From an optimization exercise on the open Yosys and OpenROAD flow, aimed at small area and a short achievable clock period; shortcuts taken in it are not production practice. Function was checked by simulation only, so behaviour that the tests miss may differ from the original.

==> 03-28 <==
Design fsm_multiplier, start of the top module:
module fsm_multiplier (
    input wire clk,
    input wire k0,
    input wire k1,
    input wire [9:0] switches,
    output wire [6:0] disp0,
    output wire [6:0] disp1,
    output wire [6:0] disp2,
    output wire [6:0] disp3,
    output reg [9:0] leds
);
    localparam logic [1:0] IDLE = 2'd0, FIRST_NUM = 2'd1, NEXT_NUM = 2'd2, ERROR = 2'd3;
    logic [1:0] pr_state;
    logic prev_k0, prev_k1, k0pressed, k1pressed;
    logic [15:0] num;    
    wire is_idle  = ~pr_state[1] & ~pr_state[0];
    wire is_first = ~pr_state[1] &  pr_state[0];
    wire is_next  =  pr_state[1] & ~pr_state[0];
    wire is_err   =  pr_state[1] &  pr_state[0];
    wire [15:0] r = ~num;
    wire over = r[15] | r[14] | (r[13] & (r[12] | r[11] | (r[10] & r[9] & r[8] & (r[7] | r[6] | r[5] | r[4]))));
    wire [15:0] prodn;
    mul16 u_mul (.an(num[9:0]), .one(is_idle), .b(switches), .pn(prodn));
    always_ff @(posedge clk) begin
        k0pressed <= prev_k0 & ~k0;
        k1pressed <= prev_k1 & ~k1;
        prev_k0 <= k0;
        prev_k1 <= k1;
        if (k1pressed)                          pr_state <= IDLE;
        else if (is_idle & k0pressed)           pr_state <= FIRST_NUM;
        else if (is_first & k0pressed)          pr_state <= NEXT_NUM;
        else if (is_next & over)                pr_state <= ERROR;
        if (is_idle | (is_first & k0pressed)) num <= prodn;
    end
    wire idle_or_err;
  ...
==> module fsm_multiplier, before the edit <==
module fsm_multiplier (
    input wire clk,
    input wire k0,
    input wire k1,
    input wire [9:0] switches,
    output wire [6:0] disp0,
    output wire [6:0] disp1,
    output wire [6:0] disp2,
    output wire [6:0] disp3,
    output reg [9:0] leds
);
    localparam logic [1:0] IDLE = 2'd0, FIRST_NUM = 2'd1, NEXT_NUM = 2'd2, ERROR = 2'd3;
    logic [1:0] pr_state;
    logic prev_k0, prev_k1, k0pressed, k1pressed;
    logic [15:0] num;    
    wire is_idle  = ~pr_state[1] & ~pr_state[0];
    wire is_first = ~pr_state[1] &  pr_state[0];
    wire is_next  =  pr_state[1] & ~pr_state[0];
    wire is_err   =  pr_state[1] &  pr_state[0];
    wire [15:0] r = ~num;
    wire over = r[15] | r[14] | (r[13] & (r[12] | r[11] | (r[10] & r[9] & r[8] & (r[7] | r[6] | r[5] | r[4]))));
    wire [15:0] prodn;
    mul16 u_mul (.an(num[9:0]), .one(is_idle), .b(switches), .pn(prodn));
    always_ff @(posedge clk) begin
        k0pressed <= prev_k0 & ~k0;
        k1pressed <= prev_k1 & ~k1;
        prev_k0 <= k0;
        prev_k1 <= k1;
        if (k1pressed)                          pr_state <= IDLE;
        else if (is_idle & k0pressed)           pr_state <= FIRST_NUM;
        else if (is_first & k0pressed)          pr_state <= NEXT_NUM;
        else if (is_next & over)                pr_state <= ERROR;
        if (is_idle | (is_first & k0pressed)) num <= prodn;
    end
    wire idle_or_err;
    xnor_cell u_led0 (.a(pr_state[1]), .b(pr_state[0]), .y(idle_or_err));
    always_comb begin
        leds[0] = idle_or_err;
        leds[1] = pr_state[0];
        leds[2] = pr_state[1];
        leds[9:3] = {7{is_err}};
    end
    wire [11:0] m_sw, m_pr;
    wire [3:0]  b_sw, b_pr;
    dd_conv10 u_dsw (.x(switches), .m(m_sw), .b(b_sw));
    dd_conv16 u_dpr (.xn(num), .m(m_pr), .b(b_pr));
    wire [11:0] m_swx = {3'b011, m_sw[8:0]};
    wire [11:0] m = is_err ? {4{3'b011}} : (is_next ? m_pr : m_swx);
    wire [3:0]  b = is_err ? 4'b0000 : (is_next ? b_pr : b_sw);
    seven_seg_display_driver hex0 (.b(b[0]), .m0(m[0]),  .m1(m[1]),  .m2(m[2]),  .s0(disp0[0]), .s1(disp0[1]), .s2(disp0[2]), .s3(disp0[3]), .s4(disp0[4]), .s5(disp0[5]), .s6(disp0[6]));
    seven_seg_display_driver hex1 (.b(b[1]), .m0(m[3]),  .m1(m[4]),  .m2(m[5]),  .s0(disp1[0]), .s1(disp1[1]), .s2(disp1[2]), .s3(disp1[3]), .s4(disp1[4]), .s5(disp1[5]), .s6(disp1[6]));
    seven_seg_display_driver hex2 (.b(b[2]), .m0(m[6]),  .m1(m[7]),  .m2(m[8]),  .s0(disp2[0]), .s1(disp2[1]), .s2(disp2[2]), .s3(disp2[3]), .s4(disp2[4]), .s5(disp2[5]), .s6(disp2[6]));
    seven_seg_display_driver hex3 (.b(b[3]), .m0(m[9]),  .m1(m[10]), .m2(m[11]), .s0(disp3[0]), .s1(disp3[1]), .s2(disp3[2]), .s3(disp3[3]), .s4(disp3[4]), .s5(disp3[5]), .s6(disp3[6]));
endmodule
clock: 22.0 ns
lec_check: 0
cap_margin: 20
core_margin: 2
core_utilization: 65
slew_margin: 20
synth_hierarchical: 1
standard.sh (not shown) runs the stock make flow with config.mk's settings and CLKGATE_MAP_FILE= SYNTH_SCRIPT=/design/flow/synth_recipe.tcl, a recipe that flattens the netlist after the stock synthesis.
==> flow/flow/run.sh <==
#!/bin/bash
# The standard layout (the standard.sh: ORFS synthesis and layout), except that the port
# buffers are buf_2 cells instead of the default choice.
set -euo pipefail
export BUFFER_PORTS_ARGS="-buffer_cell sky130_fd_sc_hd__buf_2"
export SETUP_SLACK_MARGIN=9.5
bash standard.sh > standard.log 2>&1
==> 03-20: changes against 03-28 <==
--- a/flow/design.v
+++ b/flow/design.v
@@ -483,6 +483,6 @@
     logic [15:0] num;    
-    wire is_idle  = ~pr_state[1] & ~pr_state[0];
-    wire is_first = ~pr_state[1] &  pr_state[0];
-    wire is_next  =  pr_state[1] & ~pr_state[0];
-    wire is_err   =  pr_state[1] &  pr_state[0];
+    wire is_idle  = (pr_state == IDLE);
+    wire is_first = (pr_state == FIRST_NUM);
+    wire is_next  = (pr_state == NEXT_NUM);
+    wire is_err   = (pr_state == ERROR);
     wire [15:0] r = ~num;
@@ -502,9 +502,10 @@
     end
-    wire idle_or_err;
-    xnor_cell u_led0 (.a(pr_state[1]), .b(pr_state[0]), .y(idle_or_err));
     always_comb begin
-        leds[0] = idle_or_err;
-        leds[1] = pr_state[0];
-        leds[2] = pr_state[1];
-        leds[9:3] = {7{is_err}};
+        leds = 10'b0;
+        case (pr_state)
+            IDLE:      leds[0] = 1'b1;
+            FIRST_NUM: leds[1] = 1'b1;
+            NEXT_NUM:  leds[2] = 1'b1;
+            default:   leds = 10'b1111111111;
+        endcase
     end
==> flow/run.sh (new file) <==
#!/bin/bash
# synth_recipe.tcl (not shown) runs the flow's synth.tcl, then flattens the netlist and writes it again
# the make line also repeats each setting of config.mk as NAME=value (left out here)
make -C /OpenROAD-flow-scripts/flow DESIGN_CONFIG=/design/flow/config.mk WORK_HOME=/design/flow/orfs CLKGATE_MAP_FILE= SYNTH_SCRIPT=/design/flow/synth_recipe.tcl finish
removed: flow/flow/run.sh
removed: flow/standard.sh
==> 10-17: changes against 03-28 <==
--- a/flow/design.v
+++ b/flow/design.v
@@ -483,6 +483,6 @@
     logic [15:0] num;    
-    wire is_idle  = ~pr_state[1] & ~pr_state[0];
-    wire is_first = ~pr_state[1] &  pr_state[0];
-    wire is_next  =  pr_state[1] & ~pr_state[0];
-    wire is_err   =  pr_state[1] &  pr_state[0];
+    wire is_idle  = (pr_state == IDLE);
+    wire is_first = (pr_state == FIRST_NUM);
+    wire is_next  = (pr_state == NEXT_NUM);
+    wire is_err   = (pr_state == ERROR);
     wire [15:0] r = ~num;
@@ -502,9 +502,10 @@
     end
-    wire idle_or_err;
-    xnor_cell u_led0 (.a(pr_state[1]), .b(pr_state[0]), .y(idle_or_err));
     always_comb begin
-        leds[0] = idle_or_err;
-        leds[1] = pr_state[0];
-        leds[2] = pr_state[1];
-        leds[9:3] = {7{is_err}};
+        leds = 10'b0;
+        case (pr_state)
+            IDLE:      leds[0] = 1'b1;
+            FIRST_NUM: leds[1] = 1'b1;
+            NEXT_NUM:  leds[2] = 1'b1;
+            default:   leds = 10'b1111111111;
+        endcase
     end
==> notes <==
03-20 completed without violations. 10-17 ran to the end with no violations. 03-28 finished with timing, DRC and antenna clean. In 03-28 the die area is lower than in 03-20, by 2.3%. The highest critical path depth belongs to 03-20, the lowest to 10-17. Between 03-20 and 03-28, the lower global-route usage is in 03-20 (gap 1.2 points). Final area: 03-28 < 10-17 < 03-20.

==> cedar: inputs <==
Another version of the RTL of fsm_multiplier (not shown whole).
==> module dd_conv10, before the edit <==
module dd_conv10 (
    input  logic [9:0] x,
    output logic [11:0] m,    
    output logic [3:0] b      
);
    logic [2:0] m1; logic c2;
    dd_first u_m1 (.x0(x[7]), .x1(x[8]), .x2(x[9]), .n0(m1[0]), .n1(m1[1]), .n2(m1[2]), .c(c2));
    logic [2:0] m3; logic c4;
    dd_cell u_m3 (.b(x[6]), .m0(m1[0]), .m1(m1[1]), .m2(m1[2]), .n0(m3[0]), .n1(m3[1]), .n2(m3[2]), .c(c4));
    logic [2:0] m5; logic c6;
    dd_cell u_m5 (.b(x[5]), .m0(m3[0]), .m1(m3[1]), .m2(m3[2]), .n0(m5[0]), .n1(m5[1]), .n2(m5[2]), .c(c6));
    logic [2:0] m7; logic c8;
    dd_cell u_m7 (.b(x[4]), .m0(m5[0]), .m1(m5[1]), .m2(m5[2]), .n0(m7[0]), .n1(m7[1]), .n2(m7[2]), .c(c8));
    logic [2:0] m9; logic c10;
    dd_first u_m9 (.x0(c6), .x1(c4), .x2(c2), .n0(m9[0]), .n1(m9[1]), .n2(m9[2]), .c(c10));
    logic [2:0] m11; logic c12;
    dd_cell u_m11 (.b(x[3]), .m0(m7[0]), .m1(m7[1]), .m2(m7[2]), .n0(m11[0]), .n1(m11[1]), .n2(m11[2]), .c(c12));
    logic [2:0] m13; logic c14;
    dd_cell u_m13 (.b(c8), .m0(m9[0]), .m1(m9[1]), .m2(m9[2]), .n0(m13[0]), .n1(m13[1]), .n2(m13[2]), .c(c14));
    logic [2:0] m15; logic c16;
    dd_cell u_m15 (.b(x[2]), .m0(m11[0]), .m1(m11[1]), .m2(m11[2]), .n0(m15[0]), .n1(m15[1]), .n2(m15[2]), .c(c16));
    logic [2:0] m17; logic c18;
    dd_cell u_m17 (.b(c12), .m0(m13[0]), .m1(m13[1]), .m2(m13[2]), .n0(m17[0]), .n1(m17[1]), .n2(m17[2]), .c(c18));
    logic [2:0] m19; logic c20;
    dd_cell u_m19 (.b(x[1]), .m0(m15[0]), .m1(m15[1]), .m2(m15[2]), .n0(m19[0]), .n1(m19[1]), .n2(m19[2]), .c(c20));
    logic [2:0] m21; logic c22;
    dd_cell u_m21 (.b(c16), .m0(m17[0]), .m1(m17[1]), .m2(m17[2]), .n0(m21[0]), .n1(m21[1]), .n2(m21[2]), .c(c22));
    logic [2:0] m23; logic c24;
    dd_first u_m23 (.x0(c18), .x1(c14), .x2(c10), .n0(m23[0]), .n1(m23[1]), .n2(m23[2]), .c(c24));
    assign m[2:0] = m19;
    assign b[0] = x[0];
    assign m[5:3] = m21;
    assign b[1] = c20;
    assign m[8:6] = m23;
    assign b[2] = c22;
    assign m[11:9] = 3'b011;
    assign b[3] = c24;
endmodule
==> module fsm_multiplier, before the edit <==
module fsm_multiplier (
    input wire clk,
    input wire k0,
    input wire k1,
    input wire [9:0] switches,
    output wire [6:0] disp0,
    output wire [6:0] disp1,
    output wire [6:0] disp2,
    output wire [6:0] disp3,
    output reg [9:0] leds
);
    localparam logic [1:0] IDLE = 2'd0, FIRST_NUM = 2'd1, NEXT_NUM = 2'd2, ERROR = 2'd3;
    logic [1:0] pr_state;
    logic prev_k0, prev_k1, k0pressed, k1pressed;
    logic [15:0] num;
    wire is_idle  = ~pr_state[1] & ~pr_state[0];
    wire is_first = ~pr_state[1] &  pr_state[0];
    wire is_next  =  pr_state[1] & ~pr_state[0];
    wire is_err   =  pr_state[1] &  pr_state[0];
    wire [15:0] r = num;
    wire over = r[15] | r[14] | (r[13] & (r[12] | r[11] | (r[10] & r[9] & r[8] & (r[7] | r[6] | r[5] | r[4]))));
    wire [15:0] prod;
    mul16 u_mul (.a(num[9:0]), .one(is_idle), .b(switches), .p(prod));
    always_ff @(posedge clk) begin
        k0pressed <= prev_k0 & ~k0;
        k1pressed <= prev_k1 & ~k1;
        prev_k0 <= k0;
        prev_k1 <= k1;
        if (k1pressed)                          pr_state <= IDLE;
        else if (is_idle & k0pressed)           pr_state <= FIRST_NUM;
        else if (is_first & k0pressed)          pr_state <= NEXT_NUM;
        else if (is_next & over)                pr_state <= ERROR;
        if (is_idle | (is_first & k0pressed)) num <= prod;
    end
    wire idle_or_err;
    xnor_cell u_led0 (.a(pr_state[1]), .b(pr_state[0]), .y(idle_or_err));
    always_comb begin
        leds[0] = idle_or_err;
        leds[1] = pr_state[0];
        leds[2] = pr_state[1];
        leds[9:3] = {7{is_err}};
    end
    wire [11:0] m_sw, m_pr;
    wire [3:0]  b_sw, b_pr;
    dd_conv10 u_dsw (.x(switches), .m(m_sw), .b(b_sw));
    dd_conv16 u_dpr (.x(num), .m(m_pr), .b(b_pr));
    wire [11:0] m_swx = {3'b011, m_sw[8:0]};
    wire [11:0] m = is_err ? {4{3'b011}} : (is_next ? m_pr : m_swx);
    wire [3:0]  b = is_err ? 4'b0000 : (is_next ? b_pr : b_sw);
    seven_seg_display_driver hex0 (.b(b[0]), .m0(m[0]),  .m1(m[1]),  .m2(m[2]),  .s0(disp0[0]), .s1(disp0[1]), .s2(disp0[2]), .s3(disp0[3]), .s4(disp0[4]), .s5(disp0[5]), .s6(disp0[6]));
    seven_seg_display_driver hex1 (.b(b[1]), .m0(m[3]),  .m1(m[4]),  .m2(m[5]),  .s0(disp1[0]), .s1(disp1[1]), .s2(disp1[2]), .s3(disp1[3]), .s4(disp1[4]), .s5(disp1[5]), .s6(disp1[6]));
    seven_seg_display_driver hex2 (.b(b[2]), .m0(m[6]),  .m1(m[7]),  .m2(m[8]),  .s0(disp2[0]), .s1(disp2[1]), .s2(disp2[2]), .s3(disp2[3]), .s4(disp2[4]), .s5(disp2[5]), .s6(disp2[6]));
    seven_seg_display_driver hex3 (.b(b[3]), .m0(m[9]),  .m1(m[10]), .m2(m[11]), .s0(disp3[0]), .s1(disp3[1]), .s2(disp3[2]), .s3(disp3[3]), .s4(disp3[4]), .s5(disp3[5]), .s6(disp3[6]));
endmodule
clock: 22.0 ns
lec_check: 0
cap_margin: 20
core_margin: 2
core_utilization: 65
slew_margin: 20
synth_hierarchical: 1
==> flow/flow/run.sh <==
#!/bin/bash
set -euo pipefail
export BUFFER_PORTS_ARGS="-buffer_cell sky130_fd_sc_hd__buf_2"
export SETUP_SLACK_MARGIN=10.5
bash standard.sh > standard.log 2>&1
==> inputs of juniper, as changes to cedar <==
--- a/flow/design.v
+++ b/flow/design.v
@@ -65,42 +65,4 @@
     g_xor2_1 u4 (.A(x2n), .B(x0n), .X(n2));
 endmodule
-module dd_conv10 (
-    input  logic [9:0] x,
-    output logic [11:0] m,    
-    output logic [3:0] b      
-);
-    logic [2:0] m1; logic c2;
-    dd_first u_m1 (.x0(x[7]), .x1(x[8]), .x2(x[9]), .n0(m1[0]), .n1(m1[1]), .n2(m1[2]), .c(c2));
-    logic [2:0] m3; logic c4;
-    dd_cell u_m3 (.b(x[6]), .m0(m1[0]), .m1(m1[1]), .m2(m1[2]), .n0(m3[0]), .n1(m3[1]), .n2(m3[2]), .c(c4));
-    logic [2:0] m5; logic c6;
-    dd_cell u_m5 (.b(x[5]), .m0(m3[0]), .m1(m3[1]), .m2(m3[2]), .n0(m5[0]), .n1(m5[1]), .n2(m5[2]), .c(c6));
-    logic [2:0] m7; logic c8;
-    dd_cell u_m7 (.b(x[4]), .m0(m5[0]), .m1(m5[1]), .m2(m5[2]), .n0(m7[0]), .n1(m7[1]), .n2(m7[2]), .c(c8));
-    logic [2:0] m9; logic c10;
-    dd_first u_m9 (.x0(c6), .x1(c4), .x2(c2), .n0(m9[0]), .n1(m9[1]), .n2(m9[2]), .c(c10));
-    logic [2:0] m11; logic c12;
-    dd_cell u_m11 (.b(x[3]), .m0(m7[0]), .m1(m7[1]), .m2(m7[2]), .n0(m11[0]), .n1(m11[1]), .n2(m11[2]), .c(c12));
-    logic [2:0] m13; logic c14;
-    dd_cell u_m13 (.b(c8), .m0(m9[0]), .m1(m9[1]), .m2(m9[2]), .n0(m13[0]), .n1(m13[1]), .n2(m13[2]), .c(c14));
-    logic [2:0] m15; logic c16;
-    dd_cell u_m15 (.b(x[2]), .m0(m11[0]), .m1(m11[1]), .m2(m11[2]), .n0(m15[0]), .n1(m15[1]), .n2(m15[2]), .c(c16));
-    logic [2:0] m17; logic c18;
-    dd_cell u_m17 (.b(c12), .m0(m13[0]), .m1(m13[1]), .m2(m13[2]), .n0(m17[0]), .n1(m17[1]), .n2(m17[2]), .c(c18));
-    logic [2:0] m19; logic c20;
-    dd_cell u_m19 (.b(x[1]), .m0(m15[0]), .m1(m15[1]), .m2(m15[2]), .n0(m19[0]), .n1(m19[1]), .n2(m19[2]), .c(c20));
-    logic [2:0] m21; logic c22;
-    dd_cell u_m21 (.b(c16), .m0(m17[0]), .m1(m17[1]), .m2(m17[2]), .n0(m21[0]), .n1(m21[1]), .n2(m21[2]), .c(c22));
-    logic [2:0] m23; logic c24;
-    dd_first u_m23 (.x0(c18), .x1(c14), .x2(c10), .n0(m23[0]), .n1(m23[1]), .n2(m23[2]), .c(c24));
-    assign m[2:0] = m19;
-    assign b[0] = x[0];
-    assign m[5:3] = m21;
-    assign b[1] = c20;
-    assign m[8:6] = m23;
-    assign b[2] = c22;
-    assign m[11:9] = 3'b011;
-    assign b[3] = c24;
-endmodule
 module dd_conv16 (
     input  logic [15:0] x,
@@ -509,11 +471,9 @@
         leds[9:3] = {7{is_err}};
     end
-    wire [11:0] m_sw, m_pr;
-    wire [3:0]  b_sw, b_pr;
-    dd_conv10 u_dsw (.x(switches), .m(m_sw), .b(b_sw));
-    dd_conv16 u_dpr (.x(num), .m(m_pr), .b(b_pr));
-    wire [11:0] m_swx = {3'b011, m_sw[8:0]};
-    wire [11:0] m = is_err ? {4{3'b011}} : (is_next ? m_pr : m_swx);
-    wire [3:0]  b = is_err ? 4'b0000 : (is_next ? b_pr : b_sw);
+    wire sel_sw = ~pr_state[1];
+    wire [15:0] x = ({16{is_next}} & num) | {6'd0, {10{sel_sw}} & switches};
+    wire [11:0] m;
+    wire [3:0]  b;
+    dd_conv16 u_dd (.x(x), .m(m), .b(b));
     seven_seg_display_driver hex0 (.b(b[0]), .m0(m[0]),  .m1(m[1]),  .m2(m[2]),  .s0(disp0[0]), .s1(disp0[1]), .s2(disp0[2]), .s3(disp0[3]), .s4(disp0[4]), .s5(disp0[5]), .s6(disp0[6]));
     seven_seg_display_driver hex1 (.b(b[1]), .m0(m[3]),  .m1(m[4]),  .m2(m[5]),  .s0(disp1[0]), .s1(disp1[1]), .s2(disp1[2]), .s3(disp1[3]), .s4(disp1[4]), .s5(disp1[5]), .s6(disp1[6]));
==> flow/flow/run.sh (replaced) <==
#!/bin/bash
set -euo pipefail
export BUFFER_PORTS_ARGS="-buffer_cell sky130_fd_sc_hd__buf_2"
export SETUP_SLACK_MARGIN=9.5
bash standard.sh > standard.log 2>&1
==> summary.txt <==
Between cedar and juniper, the lower register-to-register slack is in cedar (gap 0.34 ns).
Against juniper, the sequential share of layout area of cedar is lower by 0.51 points.
Of juniper and cedar, juniper has the higher core utilization (gap 2.4 points).
Against cedar, the critical path depth of juniper is higher by 9.
==> figures <==
Outcome: juniper timing/DRC/antenna clean; cedar timing/DRC/antenna clean
Wire length of the first global-routing pass: juniper 16900 um; cedar 20000 um
Half-perimeter wire length of the detailed placement result: juniper 8270 um; cedar 8870 um
Number of well-tap cells placed: juniper 99; cedar 102
Worst Path Arrival: juniper 8.25 ns; cedar 7.59 ns
Standard-cell rows: juniper 31; cedar 32
Total standard cell area after synthesis: juniper 0.00472 sq mm; cedar 0.00518 sq mm
GRT Resource Usage Total: juniper 0.272; cedar 0.284
Destination of the critical timing path: juniper disp2[3]; cedar disp2[0]
Multi-input combinational cell count: juniper 532; cedar 616
Detailed-routing iteration count for the pre-antenna-repair pass: juniper 4; cedar 7

[separate check: timing with driven ports]
Ports are ideal in the flow. The routed layouts listed here were re-timed in OpenROAD.
Step 1: set_driving_cell puts a clkbuf_16 on clk and a buf_2 on each other input, an assumption about the parent block.
Step 2 times the ports against the registers' clock, not the clock port: input delays grow and output delays shrink by t, the midpoint of the rising clock arrivals with the driver on.
a / b / c = no drivers / after step 1 / after step 2; a / b = the first two.
run | shift t [ns] | setup WS [ns] | worst slew at a driven data input, ns
03-28 | 0.288 | 9.869 / 9.848 / 9.848 | 0.03
03-20 | 0.289 | 8.036 / 8.014 / 8.014 | 0.04
10-17 | 0.284 | 9.778 / 9.760 / 9.760 | 0.03
cedar | 0.284 | 10.013 / 9.975 / 9.975 | 0.05
juniper | 0.293 | 9.355 / 9.287 / 9.287 | 0.07
After both steps setup and hold are still met in every run listed. For juniper, which loses most, drivers alone change the setup slack by -0.068 ns; drivers and shift together by -0.068 ns.
